Source: an optimization exercise on an open RTL-to-GDS flow (aim: small area and a short achievable clock period). Production flows keep margins and buffers that such runs may drop.
At most, simulation tests tie the RTL to the original design; equivalence was not proved.

==> v38 <==
==> flow/design.v (excerpt) <==
module fir_filter (
    input wire clk,
    input wire rst,
    input wire valid_in,
    input wire load,
    input wire [63:0] coeff_in,
    input wire [15:0] signal_in,
    output reg valid_out,
    output reg [31:0] signal_out
);
    reg [15:0] c0, c1, c2, c3;
    reg [15:0] x0, x1, x2, x3;
    reg [120:0] mid;
    reg loaded, loaded_mid;
    always @(posedge clk) begin
        if (load) begin
            c0 <= coeff_in[15:0];
            c1 <= coeff_in[31:16];
            c2 <= coeff_in[47:32];
            c3 <= coeff_in[63:48];
        end
    end
    always @(posedge clk or posedge rst) begin
        if (rst) begin
            loaded <= 1'b0;
            loaded_mid <= 1'b0;
        end else begin
            if (load)
                loaded <= 1'b1;
            if (valid_in)
                loaded_mid <= loaded;
        end
    end
    always @(posedge clk or posedge rst) begin
        if (rst) begin
            x0 <= 16'd0;
            x1 <= 16'd0;
            x2 <= 16'd0;
            x3 <= 16'd0;
            valid_out <= 1'b0;
        end else begin
            if (valid_in) begin
                x0 <= signal_in;
                x1 <= x0;
                x2 <= x1;
                x3 <= x2;
            end
            valid_out <= valid_in;
        end
    end
    wire [255:0] pp0, pp1, pp2, pp3;
    genvar ga, gb;
    generate
        for (ga = 0; ga < 16; ga = ga + 1) begin : g_a
            for (gb = 0; gb < 16; gb = gb + 1) begin : g_b
                assign pp0[ga*16+gb] = ~(c0[ga] & x0[gb]);
                assign pp1[ga*16+gb] = ~(c1[ga] & x1[gb]);
                assign pp2[ga*16+gb] = ~(c2[ga] & x2[gb]);
                assign pp3[ga*16+gb] = ~(c3[ga] & x3[gb]);
            end
        end
    endgenerate
    wire fs1, fc2;
    fir_fa u_fa1 (.a(pp0[0]), .b(pp1[0]), .ci(pp2[0]), .s(fs1), .co(fc2));
    wire fs3, fc4;
    fir_fa u_fa2 (.a(pp0[16]), .b(pp0[1]), .ci(pp1[16]), .s(fs3), .co(fc4));
    wire fs5, fc6;
    fir_fa u_fa3 (.a(pp1[1]), .b(pp2[16]), .ci(pp2[1]), .s(fs5), .co(fc6));
    wire fs7, fc8;
    fir_fa u_fa4 (.a(pp3[16]), .b(pp3[1]), .ci(fc2), .s(fs7), .co(fc8));
    wire hs9, hc10;
    fir_fa u_ha1 (.a(fs3), .b(fs5), .ci(1'b1), .s(hs9), .co(hc10));
    wire fs11, fc12;
    fir_fa u_fa5 (.a(pp0[17]), .b(pp0[2]), .ci(pp0[32]), .s(fs11), .co(fc12));
    wire fs13, fc14;
  ...
Settings: LEC_CHECK=0, CAP_MARGIN=20, CORE_MARGIN=2, CORE_UTILIZATION=40, CTS_CLUSTER_DIAMETER=80, CTS_CLUSTER_SIZE=30, SLEW_MARGIN=20, SYNTH_HIERARCHICAL=1; clock period 6.5 ns.
standard.sh (not shown) runs the stock make flow with config.mk's settings and CLKGATE_MAP_FILE= SYNTH_SCRIPT=/design/flow/synth_recipe.tcl, a recipe that flattens the netlist after the stock synthesis.
==> flow/flow/run.sh <==
#!/bin/bash
# Own layout flow: the standard layout (standard.sh), with smaller port
# buffers and stronger drivers on the registers that feed the partial products.
set -euo pipefail
here=$(pwd)
export FIX_FANOUT=6
export FIX_MARGIN=2.3
bash standard.sh finish \
  "BUFFER_PORTS_ARGS=-buffer_cell sky130_fd_sc_hd__buf_2" \
  "POST_RESIZE_TCL=$here/flow/post_resize.tcl" \
  "SETUP_SLACK_MARGIN=2.3" "SETUP_MOVE_SEQUENCE=sizeup,swap" \
  > "$here/standard.log" 2>&1
==> flow/flow/post_resize.tcl <==
# Give the registers that drive the partial products (16 or more loads each)
# a stronger output: a larger flip-flop where the library has one, else a buffer.
set nfix 0
foreach inst [get_cells *] {
  set ref [get_property $inst ref_name]
  if {![string match "sky130_fd_sc_hd__*df*" $ref]} { continue }
  set q [get_pins -quiet [get_full_name $inst]/Q]
  if {[llength $q] == 0} { continue }
  set net [get_nets -of_objects $q]
  set loads [get_pins -of_objects $net -filter "direction==input"]
  if {[llength $loads] < $::env(FIX_FANOUT)} { continue }
  if {$ref eq "sky130_fd_sc_hd__dfrtp_1"} {
    replace_cell $inst sky130_fd_sc_hd__dfrtp_4
  } elseif {$ref eq "sky130_fd_sc_hd__dfxtp_1"} {
    replace_cell $inst sky130_fd_sc_hd__dfxtp_4
  } else {
    insert_buffer -buffer_cell sky130_fd_sc_hd__buf_4 -net [get_full_name $net]
  }
  incr nfix
}
puts "post_resize: strengthened $nfix register outputs"
if {[info exists ::env(FIX_MARGIN)]} {
  estimate_parasitics -placement
  repair_timing -setup -setup_margin $::env(FIX_MARGIN) -sequence "sizeup,swap" -skip_buffering -match_cell_footprint -verbose
}
==> v39: changes against v38 <==
==> flow/run.sh (new file) <==
#!/bin/bash
# synth_recipe.tcl (not shown) runs the flow's synth.tcl, then flattens the netlist and writes it again
# the make line also repeats each setting of config.mk as NAME=value (left out here)
make -C /OpenROAD-flow-scripts/flow DESIGN_CONFIG=/design/flow/config.mk WORK_HOME=/design/flow/orfs CLKGATE_MAP_FILE= SYNTH_SCRIPT=/design/flow/synth_recipe.tcl finish
--- a/flow/config.mk
+++ b/flow/config.mk
@@ -7,2 +7,3 @@
 export LEC_CHECK = 0
+export ABC_CLOCK_PERIOD_IN_PS = 2000
 export CAP_MARGIN = 20
@@ -10,4 +11,3 @@
 export CORE_UTILIZATION = 40
-export CTS_CLUSTER_DIAMETER = 80
-export CTS_CLUSTER_SIZE = 30
+export SETUP_SLACK_MARGIN = 1.2
 export SLEW_MARGIN = 20
removed: flow/flow/run.sh
removed: flow/flow/post_resize.tcl
removed: flow/standard.sh
==> v24: changes against v38 <==
--- a/flow/flow/run.sh
+++ b/flow/flow/run.sh
@@ -6,3 +6,2 @@
 export FIX_FANOUT=6
-export FIX_MARGIN=2.3
 bash standard.sh finish \
@@ -10,3 +9,2 @@
   "POST_RESIZE_TCL=$here/flow/post_resize.tcl" \
-  "SETUP_SLACK_MARGIN=2.3" "SETUP_MOVE_SEQUENCE=sizeup,swap" \
   > "$here/standard.log" 2>&1
--- a/flow/flow/post_resize.tcl
+++ b/flow/flow/post_resize.tcl
@@ -21,5 +21 @@
 puts "post_resize: strengthened $nfix register outputs"
-if {[info exists ::env(FIX_MARGIN)]} {
-  estimate_parasitics -placement
-  repair_timing -setup -setup_margin $::env(FIX_MARGIN) -sequence "sizeup,swap" -skip_buffering -match_cell_footprint -verbose
-}
--- a/flow/config.mk
+++ b/flow/config.mk
@@ -10,4 +10,2 @@
 export CORE_UTILIZATION = 40
-export CTS_CLUSTER_DIAMETER = 80
-export CTS_CLUSTER_SIZE = 30
 export SLEW_MARGIN = 20
==> summary.txt <==
Global-route usage: v39 > v24 > v38. Cell area: v39 < v24 < v38. Fmax, highest first: v38, v24, v39. Worst hold slack, lowest first: v39, v24, v38. Synthesized cell count is the same in v38 and v24. Against v39, the wire length of v38 is smaller by 0.44%.

==> inputs of trial 82 <==
Starting RTL as in the previous note.
==> flow/config.mk <==
export PLATFORM = sky130hd
export DESIGN_NAME = fir_filter
export DESIGN_NICKNAME = fir_filter
export VERILOG_FILES = /design/flow/design.v
export SDC_FILE = /design/flow/constraint.sdc
export NUM_CORES = 4
export LEC_CHECK = 0
export CAP_MARGIN = 20
export CORE_MARGIN = 2
export CORE_UTILIZATION = 40
export SLEW_MARGIN = 20
export SYNTH_HIERARCHICAL = 1
==> flow/constraint.sdc <==
create_clock -name core_clock -period 6.5 [get_ports {clk}]
set_input_delay 1.3000 -clock core_clock [delete_from_list [all_inputs] [get_ports {clk}]]
set_output_delay 1.3000 -clock core_clock [all_outputs]
set_load 0.01 [all_outputs]
==> flow/flow/run.sh <==
#!/bin/bash
# Own layout flow: the standard layout (standard.sh), with smaller port
# buffers and stronger drivers on the registers that feed the partial products.
set -euo pipefail
here=$(pwd)
export FIX_FANOUT=6
export FIX_MARGIN=2.3
bash standard.sh finish \
  "BUFFER_PORTS_ARGS=-buffer_cell sky130_fd_sc_hd__buf_2" \
  "POST_RESIZE_TCL=$here/flow/post_resize.tcl" \
  > "$here/standard.log" 2>&1
==> flow/flow/post_resize.tcl <==
# Give the registers that drive the partial products (16 or more loads each)
# a stronger output: a larger flip-flop where the library has one, else a buffer.
set nfix 0
foreach inst [get_cells *] {
  set ref [get_property $inst ref_name]
  if {![string match "sky130_fd_sc_hd__*df*" $ref]} { continue }
  set q [get_pins -quiet [get_full_name $inst]/Q]
  if {[llength $q] == 0} { continue }
  set net [get_nets -of_objects $q]
  set loads [get_pins -of_objects $net -filter "direction==input"]
  if {[llength $loads] < $::env(FIX_FANOUT)} { continue }
  if {$ref eq "sky130_fd_sc_hd__dfrtp_1"} {
    replace_cell $inst sky130_fd_sc_hd__dfrtp_4
  } elseif {$ref eq "sky130_fd_sc_hd__dfxtp_1"} {
    replace_cell $inst sky130_fd_sc_hd__dfxtp_4
  } else {
    insert_buffer -buffer_cell sky130_fd_sc_hd__buf_4 -net [get_full_name $net]
  }
  incr nfix
}
puts "post_resize: strengthened $nfix register outputs"
if {[info exists ::env(FIX_MARGIN)]} {
  estimate_parasitics -placement
  repair_timing -setup -setup_margin $::env(FIX_MARGIN) -sequence "sizeup,swap" -skip_buffering -match_cell_footprint -verbose
}
==> build 66 (differences from trial 82) <==
--- a/flow/flow/run.sh
+++ b/flow/flow/run.sh
@@ -4,8 +4,9 @@
 set -euo pipefail
 here=$(pwd)
 export FIX_FANOUT=6
 export FIX_MARGIN=2.3
 bash standard.sh finish \
   "BUFFER_PORTS_ARGS=-buffer_cell sky130_fd_sc_hd__buf_2" \
   "POST_RESIZE_TCL=$here/flow/post_resize.tcl" \
+  "SETUP_SLACK_MARGIN=2.3" "SETUP_MOVE_SEQUENCE=sizeup,swap" \
   > "$here/standard.log" 2>&1
==> trial 64 (differences from trial 82) <==
--- a/flow/design.v
+++ b/flow/design.v
@@ -4,86 +4,91 @@
     input wire ci,
     output wire s,
     output wire co
 );
     assign s = a ^ b ^ ci;
     assign co = (a & b) | (a & ci) | (b & ci);
 endmodule
+module fir_ha (
+    input wire a,
+    input wire b,
+    output wire s,
+    output wire co
+);
+    assign s = a ^ b;
+    assign co = a & b;
+endmodule
 module fir_filter (
     input wire clk,
     input wire rst,
     input wire valid_in,
     input wire load,
     input wire [63:0] coeff_in,
     input wire [15:0] signal_in,
     output reg valid_out,
     output reg [31:0] signal_out
 );
     reg [15:0] c0, c1, c2, c3;
     reg [15:0] x0, x1, x2, x3;
     reg [120:0] mid;
-    reg loaded, loaded_mid;
-    always @(posedge clk) begin
-        if (load) begin
+    reg started;
+    always @(posedge clk or posedge rst) begin
+        if (rst) begin
+            c0 <= 16'd0;
+            c1 <= 16'd0;
+            c2 <= 16'd0;
+            c3 <= 16'd0;
+        end else if (load) begin
             c0 <= coeff_in[15:0];
             c1 <= coeff_in[31:16];
             c2 <= coeff_in[47:32];
             c3 <= coeff_in[63:48];
         end
     end
     always @(posedge clk or posedge rst) begin
         if (rst) begin
-            loaded <= 1'b0;
-            loaded_mid <= 1'b0;
-        end else begin
-            if (load)
-                loaded <= 1'b1;
-            if (valid_in)
-                loaded_mid <= loaded;
-        end
-    end
-    always @(posedge clk or posedge rst) begin
-        if (rst) begin
             x0 <= 16'd0;
             x1 <= 16'd0;
             x2 <= 16'd0;
             x3 <= 16'd0;
+            started <= 1'b0;
             valid_out <= 1'b0;
         end else begin
             if (valid_in) begin
                 x0 <= signal_in;
                 x1 <= x0;
                 x2 <= x1;
                 x3 <= x2;
+                started <= 1'b1;
             end
             valid_out <= valid_in;
         end
     end
     wire [255:0] pp0, pp1, pp2, pp3;
     genvar ga, gb;
     generate
         for (ga = 0; ga < 16; ga = ga + 1) begin : g_a
             for (gb = 0; gb < 16; gb = gb + 1) begin : g_b
-                assign pp0[ga*16+gb] = ~(c0[ga] & x0[gb]);
-                assign pp1[ga*16+gb] = ~(c1[ga] & x1[gb]);
-                assign pp2[ga*16+gb] = ~(c2[ga] & x2[gb]);
-                assign pp3[ga*16+gb] = ~(c3[ga] & x3[gb]);
+                assign pp0[ga*16+gb] = c0[ga] & x0[gb];
+                assign pp1[ga*16+gb] = c1[ga] & x1[gb];
+                assign pp2[ga*16+gb] = c2[ga] & x2[gb];
+                assign pp3[ga*16+gb] = c3[ga] & x3[gb];
             end
         end
     endgenerate
     wire fs1, fc2;
     fir_fa u_fa1 (.a(pp0[0]), .b(pp1[0]), .ci(pp2[0]), .s(fs1), .co(fc2));
     wire fs3, fc4;
     fir_fa u_fa2 (.a(pp0[16]), .b(pp0[1]), .ci(pp1[16]), .s(fs3), .co(fc4));
     wire fs5, fc6;
     fir_fa u_fa3 (.a(pp1[1]), .b(pp2[16]), .ci(pp2[1]), .s(fs5), .co(fc6));
     wire fs7, fc8;
     fir_fa u_fa4 (.a(pp3[16]), .b(pp3[1]), .ci(fc2), .s(fs7), .co(fc8));
     wire hs9, hc10;
-    fir_fa u_ha1 (.a(fs3), .b(fs5), .ci(1'b1), .s(hs9), .co(hc10));
+    fir_ha u_ha1 (.a(fs3), .b(fs5), .s(hs9), .co(hc10));
     wire fs11, fc12;
     fir_fa u_fa5 (.a(pp0[17]), .b(pp0[2]), .ci(pp0[32]), .s(fs11), .co(fc12));
     wire fs13, fc14;
     fir_fa u_fa6 (.a(pp1[17]), .b(pp1[2]), .ci(pp1[32]), .s(fs13), .co(fc14));
     wire fs15, fc16;
     fir_fa u_fa7 (.a(pp2[17]), .b(pp2[2]), .ci(pp2[32]), .s(fs15), .co(fc16));
     wire fs17, fc18;
@@ -111,15 +116,15 @@
     wire fs39, fc40;
     fir_fa u_fa19 (.a(fs27), .b(fs29), .ci(fs31), .s(fs39), .co(fc40));
     wire fs41, fc42;
     fir_fa u_fa20 (.a(fs33), .b(fc20), .ci(fc22), .s(fs41), .co(fc42));
     wire fs43, fc44;
     fir_fa u_fa21 (.a(fs35), .b(fs37), .ci(fs39), .s(fs43), .co(fc44));
     wire hs45, hc46;
-    fir_fa u_ha2 (.a(fc24), .b(fs41), .ci(1'b1), .s(hs45), .co(hc46));
+    fir_ha u_ha2 (.a(fc24), .b(fs41), .s(hs45), .co(hc46));
     wire fs47, fc48;
     fir_fa u_fa22 (.a(pp0[19]), .b(pp0[34]), .ci(pp0[49]), .s(fs47), .co(fc48));
     wire fs49, fc50;
     fir_fa u_fa23 (.a(pp0[4]), .b(pp0[64]), .ci(pp1[19]), .s(fs49), .co(fc50));
     wire fs51, fc52;
     fir_fa u_fa24 (.a(pp1[34]), .b(pp1[49]), .ci(pp1[4]), .s(fs51), .co(fc52));
     wire fs53, fc54;
@@ -141,15 +146,15 @@
     wire fs69, fc70;
     fir_fa u_fa33 (.a(fc40), .b(fs59), .ci(fs61), .s(fs69), .co(fc70));
     wire fs71, fc72;
     fir_fa u_fa34 (.a(fs63), .b(fs65), .ci(fc42), .s(fs71), .co(fc72));
     wire fs73, fc74;
     fir_fa u_fa35 (.a(fc44), .b(fs67), .ci(fs69), .s(fs73), .co(fc74));
     wire hs75, hc76;
-    fir_fa u_ha3 (.a(hc46), .b(fs71), .ci(1'b1), .s(hs75), .co(hc76));
+    fir_ha u_ha3 (.a(hc46), .b(fs71), .s(hs75), .co(hc76));
     wire fs77, fc78;
     fir_fa u_fa36 (.a(pp0[20]), .b(pp0[35]), .ci(pp0[50]), .s(fs77), .co(fc78));
     wire fs79, fc80;
     fir_fa u_fa37 (.a(pp0[5]), .b(pp0[65]), .ci(pp0[80]), .s(fs79), .co(fc80));
     wire fs81, fc82;
     fir_fa u_fa38 (.a(pp1[20]), .b(pp1[35]), .ci(pp1[50]), .s(fs81), .co(fc82));
     wire fs83, fc84;
@@ -179,15 +184,15 @@
     wire fs107, fc108;
     fir_fa u_fa51 (.a(fs99), .b(fc68), .ci(fc70), .s(fs107), .co(fc108));
     wire fs109, fc110;
     fir_fa u_fa52 (.a(fs101), .b(fs103), .ci(fs105), .s(fs109), .co(fc110));
     wire fs111, fc112;
     fir_fa u_fa53 (.a(fc72), .b(fc74), .ci(fs107), .s(fs111), .co(fc112));
     wire hs113, hc114;
-    fir_fa u_ha4 (.a(fs109), .b(hc76), .ci(1'b1), .s(hs113), .co(hc114));
+    fir_ha u_ha4 (.a(fs109), .b(hc76), .s(hs113), .co(hc114));
     wire fs115, fc116;
     fir_fa u_fa54 (.a(pp0[21]), .b(pp0[36]), .ci(pp0[51]), .s(fs115), .co(fc116));
     wire fs117, fc118;
     fir_fa u_fa55 (.a(pp0[66]), .b(pp0[6]), .ci(pp0[81]), .s(fs117), .co(fc118));
     wire fs119, fc120;
     fir_fa u_fa56 (.a(pp0[96]), .b(pp1[21]), .ci(pp1[36]), .s(fs119), .co(fc120));
     wire fs121, fc122;
@@ -1877,93 +1882,93 @@
     wire fs1805, fc1806;
     fir_fa u_fa899 (.a(fs1801), .b(fc1790), .ci(fc1792), .s(fs1805), .co(fc1806));
     wire fs1807, fc1808;
     fir_fa u_fa900 (.a(fs1803), .b(fc1794), .ci(fs1805), .s(fs1807), .co(fc1808));
     wire fs1809, fc1810;
     fir_fa u_fa901 (.a(fc1800), .b(fc1802), .ci(fc1804), .s(fs1809), .co(fc1810));
     wire hs1811, hc1812;
-    fir_fa u_ha5 (.a(fc1806), .b(fs1809), .ci(1'b1), .s(hs1811), .co(hc1812));
+    fir_ha u_ha5 (.a(fc1806), .b(fs1809), .s(hs1811), .co(hc1812));
     wire fs1813, fc1814;
     fir_fa u_fa902 (.a(mid[12]), .b(mid[13]), .ci(mid[14]), .s(fs1813), .co(fc1814));
     wire hs1815, hc1816;
-    fir_fa u_ha6 (.a(mid[15]), .b(mid[16]), .ci(1'b1), .s(hs1815), .co(hc1816));
+    fir_ha u_ha6 (.a(mid[15]), .b(mid[16]), .s(hs1815), .co(hc1816));
     wire fs1817, fc1818;
     fir_fa u_fa903 (.a(mid[17]), .b(mid[18]), .ci(mid[19]), .s(fs1817), .co(fc1818));
     wire hs1819, hc1820;
-    fir_fa u_ha7 (.a(mid[20]), .b(hc1816), .ci(1'b1), .s(hs1819), .co(hc1820));
+    fir_ha u_ha7 (.a(mid[20]), .b(hc1816), .s(hs1819), .co(hc1820));
     wire fs1821, fc1822;
     fir_fa u_fa904 (.a(mid[21]), .b(mid[22]), .ci(mid[23]), .s(fs1821), .co(fc1822));
     wire hs1823, hc1824;
-    fir_fa u_ha8 (.a(fc1818), .b(fs1821), .ci(1'b1), .s(hs1823), .co(hc1824));
+    fir_ha u_ha8 (.a(fc1818), .b(fs1821), .s(hs1823), .co(hc1824));
     wire fs1825, fc1826;
     fir_fa u_fa905 (.a(mid[24]), .b(mid[25]), .ci(mid[26]), .s(fs1825), .co(fc1826));
     wire hs1827, hc1828;
-    fir_fa u_ha9 (.a(fc1822), .b(fs1825), .ci(1'b1), .s(hs1827), .co(hc1828));
+    fir_ha u_ha9 (.a(fc1822), .b(fs1825), .s(hs1827), .co(hc1828));
     wire fs1829, fc1830;
     fir_fa u_fa906 (.a(mid[27]), .b(mid[28]), .ci(mid[29]), .s(fs1829), .co(fc1830));
     wire fs1831, fc1832;
     fir_fa u_fa907 (.a(mid[30]), .b(mid[31]), .ci(fc1826), .s(fs1831), .co(fc1832));
     wire hs1833, hc1834;
-    fir_fa u_ha10 (.a(fs1829), .b(hc1828), .ci(1'b1), .s(hs1833), .co(hc1834));
+    fir_ha u_ha10 (.a(fs1829), .b(hc1828), .s(hs1833), .co(hc1834));
     wire fs1835, fc1836;
     fir_fa u_fa908 (.a(mid[32]), .b(mid[33]), .ci(mid[34]), .s(fs1835), .co(fc1836));
     wire fs1837, fc1838;
     fir_fa u_fa909 (.a(mid[35]), .b(fc1830), .ci(fs1835), .s(fs1837), .co(fc1838));
     wire hs1839, hc1840;
-    fir_fa u_ha11 (.a(fc1832), .b(fs1837), .ci(1'b1), .s(hs1839), .co(hc1840));
+    fir_ha u_ha11 (.a(fc1832), .b(fs1837), .s(hs1839), .co(hc1840));
     wire fs1841, fc1842;
     fir_fa u_fa910 (.a(mid[36]), .b(mid[37]), .ci(mid[38]), .s(fs1841), .co(fc1842));
     wire fs1843, fc1844;
     fir_fa u_fa911 (.a(mid[39]), .b(fc1836), .ci(fs1841), .s(fs1843), .co(fc1844));
     wire hs1845, hc1846;
-    fir_fa u_ha12 (.a(fc1838), .b(fs1843), .ci(1'b1), .s(hs1845), .co(hc1846));
+    fir_ha u_ha12 (.a(fc1838), .b(fs1843), .s(hs1845), .co(hc1846));
     wire fs1847, fc1848;
     fir_fa u_fa912 (.a(mid[40]), .b(mid[41]), .ci(mid[42]), .s(fs1847), .co(fc1848));
     wire fs1849, fc1850;
     fir_fa u_fa913 (.a(mid[43]), .b(mid[44]), .ci(mid[45]), .s(fs1849), .co(fc1850));
     wire fs1851, fc1852;
     fir_fa u_fa914 (.a(fc1842), .b(fs1847), .ci(fs1849), .s(fs1851), .co(fc1852));
     wire hs1853, hc1854;
-    fir_fa u_ha13 (.a(fc1844), .b(fs1851), .ci(1'b1), .s(hs1853), .co(hc1854));
+    fir_ha u_ha13 (.a(fc1844), .b(fs1851), .s(hs1853), .co(hc1854));
     wire fs1855, fc1856;
     fir_fa u_fa915 (.a(mid[46]), .b(mid[47]), .ci(mid[48]), .s(fs1855), .co(fc1856));
     wire fs1857, fc1858;
     fir_fa u_fa916 (.a(mid[49]), .b(mid[50]), .ci(fc1848), .s(fs1857), .co(fc1858));
     wire fs1859, fc1860;
     fir_fa u_fa917 (.a(fc1850), .b(fs1855), .ci(fc1852), .s(fs1859), .co(fc1860));
     wire hs1861, hc1862;
-    fir_fa u_ha14 (.a(fs1857), .b(hc1854), .ci(1'b1), .s(hs1861), .co(hc1862));
+    fir_ha u_ha14 (.a(fs1857), .b(hc1854), .s(hs1861), .co(hc1862));
     wire fs1863, fc1864;
     fir_fa u_fa918 (.a(mid[51]), .b(mid[52]), .ci(mid[53]), .s(fs1863), .co(fc1864));
     wire fs1865, fc1866;
     fir_fa u_fa919 (.a(mid[54]), .b(mid[55]), .ci(fc1856), .s(fs1865), .co(fc1866));
     wire fs1867, fc1868;
     fir_fa u_fa920 (.a(fs1863), .b(fc1858), .ci(fs1865), .s(fs1867), .co(fc1868));
     wire hs1869, hc1870;
-    fir_fa u_ha15 (.a(fc1860), .b(fs1867), .ci(1'b1), .s(hs1869), .co(hc1870));
+    fir_ha u_ha15 (.a(fc1860), .b(fs1867), .s(hs1869), .co(hc1870));
     wire fs1871, fc1872;
     fir_fa u_fa921 (.a(mid[56]), .b(mid[57]), .ci(mid[58]), .s(fs1871), .co(fc1872));
     wire fs1873, fc1874;
     fir_fa u_fa922 (.a(mid[59]), .b(mid[60]), .ci(mid[61]), .s(fs1873), .co(fc1874));
     wire fs1875, fc1876;
     fir_fa u_fa923 (.a(mid[62]), .b(fc1864), .ci(fs1871), .s(fs1875), .co(fc1876));
     wire fs1877, fc1878;
     fir_fa u_fa924 (.a(fs1873), .b(fc1866), .ci(fs1875), .s(fs1877), .co(fc1878));
     wire hs1879, hc1880;
-    fir_fa u_ha16 (.a(fc1868), .b(fs1877), .ci(1'b1), .s(hs1879), .co(hc1880));
+    fir_ha u_ha16 (.a(fc1868), .b(fs1877), .s(hs1879), .co(hc1880));
     wire fs1881, fc1882;
     fir_fa u_fa925 (.a(mid[63]), .b(mid[64]), .ci(mid[65]), .s(fs1881), .co(fc1882));
     wire fs1883, fc1884;
     fir_fa u_fa926 (.a(mid[66]), .b(mid[67]), .ci(mid[68]), .s(fs1883), .co(fc1884));
     wire fs1885, fc1886;
     fir_fa u_fa927 (.a(fc1872), .b(fc1874), .ci(fs1881), .s(fs1885), .co(fc1886));
     wire fs1887, fc1888;
     fir_fa u_fa928 (.a(fs1883), .b(fc1876), .ci(fs1885), .s(fs1887), .co(fc1888));
     wire hs1889, hc1890;
-    fir_fa u_ha17 (.a(fc1878), .b(fs1887), .ci(1'b1), .s(hs1889), .co(hc1890));
+    fir_ha u_ha17 (.a(fc1878), .b(fs1887), .s(hs1889), .co(hc1890));
     wire fs1891, fc1892;
     fir_fa u_fa929 (.a(mid[69]), .b(mid[70]), .ci(mid[71]), .s(fs1891), .co(fc1892));
     wire fs1893, fc1894;
     fir_fa u_fa930 (.a(mid[72]), .b(mid[73]), .ci(fc1882), .s(fs1893), .co(fc1894));
     wire fs1895, fc1896;
     fir_fa u_fa931 (.a(fc1884), .b(fs1891), .ci(fc1886), .s(fs1895), .co(fc1896));
     wire fs1897, fc1898;
@@ -2017,20 +2022,20 @@
     wire fs1945, fc1946;
     fir_fa u_fa956 (.a(mid[111]), .b(mid[112]), .ci(fc1942), .s(fs1945), .co(fc1946));
     wire fs1947, fc1948;
     fir_fa u_fa957 (.a(mid[113]), .b(mid[114]), .ci(mid[115]), .s(fs1947), .co(fc1948));
     wire fs1949, fc1950;
     fir_fa u_fa958 (.a(mid[116]), .b(mid[117]), .ci(mid[118]), .s(fs1949), .co(fc1950));
     wire hs1951, hc1952;
-    fir_fa u_ha18 (.a(mid[119]), .b(mid[120]), .ci(1'b1), .s(hs1951), .co(hc1952));
+    fir_ha u_ha18 (.a(mid[119]), .b(mid[120]), .s(hs1951), .co(hc1952));
     wire [120:0] mid_d = {fc1808, hs1811, fc1798, fs1807, fc1796, fc1780, fs1797, fc1778, fs1779, fc1754, fs1753, fc1722, fs1751, fc1720, fs1721, fc1682, fc1680, fs1719, fs1681, fc1634, fs1679, fc1580, fs1633, fc1578, fs1631, fs1629, fs1579, fc1518, fc1516, fs1577, fs1575, fs1517, fs1515, fc1448, fc1446, fs1447, fc1372, fs1445, fc1370, fc1368, fs1443, fc1288, fs1371, fs1369, fc1286, fs1367, fc1284, fs1287, fc1196, fs1285, fc1194, fs1283, fs1195, fs1193, fc1098, fc1096, fs1191, fs1189, fc994, fs1097, fs1095, fc992, fc990, fs1093, fs1091, fs993, fc884, fs991, fs989, fc882, fs883, fs881, fc774, fc772, fs879, fc672, fs773, fs771, fc670, fs769, fc668, fs671, fc576, fs669, fc574, fs575, fc488, fs573, fs571, fc408, fs487, fc406, fs485, fs483, fs407, fs405, fc334, fs333, fc268, fs331, fc210, fs267, fs265, fc208, fs209, fc158, fs157, hc114, fs155, hs113, fs111, hs75, fs73, hs45, fs43, fs23, fs21, fs7, hs9, fs1, pp3[0]};
     wire [31:0] row_a = {hs1951, fc1948, fs1947, fc1944, fc1940, fs1939, fc1932, fc1926, fc1920, fc1914, fs1913, fc1898, hc1890, hc1880, hc1870, hc1862, fs1859, hc1846, hc1840, hc1834, fs1831, hc1824, hc1820, fs1817, hs1815, fs1813, mid[10], mid[8], mid[6], mid[4], mid[2], mid[0]};
-    wire [31:0] row_b = {fc1950, fs1949, fc1946, fs1945, fs1943, fc1936, fs1935, fs1931, fs1925, fs1919, fc1906, fs1905, fs1897, hs1889, hs1879, hs1869, hs1861, hs1853, hs1845, hs1839, hs1833, hs1827, hs1823, hs1819, fc1814, 1'b1, mid[11], mid[9], mid[7], mid[5], mid[3], mid[1]};
-    wire [32:0] sum_n = {row_a, 1'b1} + {row_b, 1'b1};
+    wire [31:0] row_b = {fc1950, fs1949, fc1946, fs1945, fs1943, fc1936, fs1935, fs1931, fs1925, fs1919, fc1906, fs1905, fs1897, hs1889, hs1879, hs1869, hs1861, hs1853, hs1845, hs1839, hs1833, hs1827, hs1823, hs1819, fc1814, 1'b0, mid[11], mid[9], mid[7], mid[5], mid[3], mid[1]};
+    wire [31:0] sum = row_a + row_b;
     always @(posedge clk) begin
         if (valid_in)
             mid <= mid_d;
     end
     always @(posedge clk) begin
-        signal_out <= loaded_mid ? ~sum_n[32:1] : 32'd0;
+        signal_out <= started ? sum : 32'd0;
     end
 endmodule
==> flow/run.sh (new file) <==
#!/bin/bash
# synth_recipe.tcl (not shown) runs the flow's synth.tcl, then flattens the netlist and writes it again
# the make line also repeats each setting of config.mk as NAME=value (left out here)
make -C /OpenROAD-flow-scripts/flow DESIGN_CONFIG=/design/flow/config.mk WORK_HOME=/design/flow/orfs CLKGATE_MAP_FILE= SYNTH_SCRIPT=/design/flow/synth_recipe.tcl finish
Settings changed: SYNTH_HIERARCHICAL 1 to default.
removed: flow/flow/run.sh
removed: flow/flow/post_resize.tcl
removed: flow/standard.sh
==> out/qor.csv <==
metric,value,unit
Slew HR,41.85,%
Final WS setup,2.323,ns
Critical Path RT,6.80,ns
Die ar.,89980,sq um
num rows,108,
non-clock buffer total of the final layout,212,
largest net degree at the start of global routing,134,
Resized cells post-CTS,1,
status,timing/DRC/antenna clean,
DR WL met3,20810,um
Max Fclk,239.4,MHz
RSZ-0062 raised after global routing,yes,
final period utilization,64.26,%
Post-Syn Area per Cell,12.00,sq um
That was build 66.
==> out/qor.csv <==
metric,value,unit
DR WL met3,16890,um
Non-Clock Buffer Area Fraction,3.258,%
Die ar.,101600,sq um
largest net degree at the start of global routing,103,
Max Fclk,206.6,MHz
clock buffers,48,
non-clock buffer total of the final layout,147,
Startpoint Class,flip-flop,
Mapped Area,39620,sq um
Slew HR,24.37,%
Post-Syn Area per Cell,10.37,sq um
"delay-heaviest family, CP",adder cells,
Final WS setup,1.661,ns
Routed WL,130700,um
Resized cells post-CTS,0,
Stages on worst setup path,8,
status,timing/DRC/antenna clean,
num rows,115,
RSZ-0062 raised after global routing,no,
Synth Area in XOR/XNOR,0.4200,%
That was trial 64.
==> out/qor.csv <==
metric,value,unit
final period utilization,65.74,%
Resized cells post-CTS,0,
DR WL met3,20830,um
Max Fclk,234.0,MHz
Post-Syn Area per Cell,12.00,sq um
largest net degree at the start of global routing,134,
status,timing/DRC/antenna clean,
RSZ-0062 raised after global routing,no,
num rows,108,
Synth area leader,fa_1,
Critical Path RT,6.80,ns
Die ar.,89980,sq um
CP Cell Sequence,nand2_1 > fa_1 > fa_1 > fa_1 > fa_1 > fa_1 > fa_1,
That was trial 82.
No functional check of the RTL was part of trial 64.

[static timing again, ports no longer ideal]
In the flow no input, the clock included, has a driving cell. The finished layouts below were timed again as built, in two steps.
Step 1 assumes that a clkbuf_16 drives the clock port and a buf_2 every other input.
Step 2, shift: input delay + t, output delay - t, t = (earliest + latest rising clock arrival at the registers) / 2. This alone moves slack from input paths to output paths.
Three values: ideal ports, drivers, drivers and shift; two values: the first two.
run | t, ns | setup WS [ns] | worst register clock-pin slew, ns
v38 | 0.686 | 2.300 / 2.300 / 2.300 | 0.10 / 0.10
v39 | 0.641 | 1.688 / 1.688 / 1.688 | 0.06 / 0.06
v24 | 0.643 | 1.991 / 1.991 / 1.991 | 0.07 / 0.07
trial 82 | 0.635 | 2.227 / 2.227 / 2.227 | 0.07 / 0.07
build 66 | 0.635 | 2.323 / 2.323 / 2.323 | 0.07 / 0.07
trial 64 | 0.641 | 1.661 / 1.661 / 1.661 | 0.07 / 0.07
After both steps setup and hold are still met in every run listed.
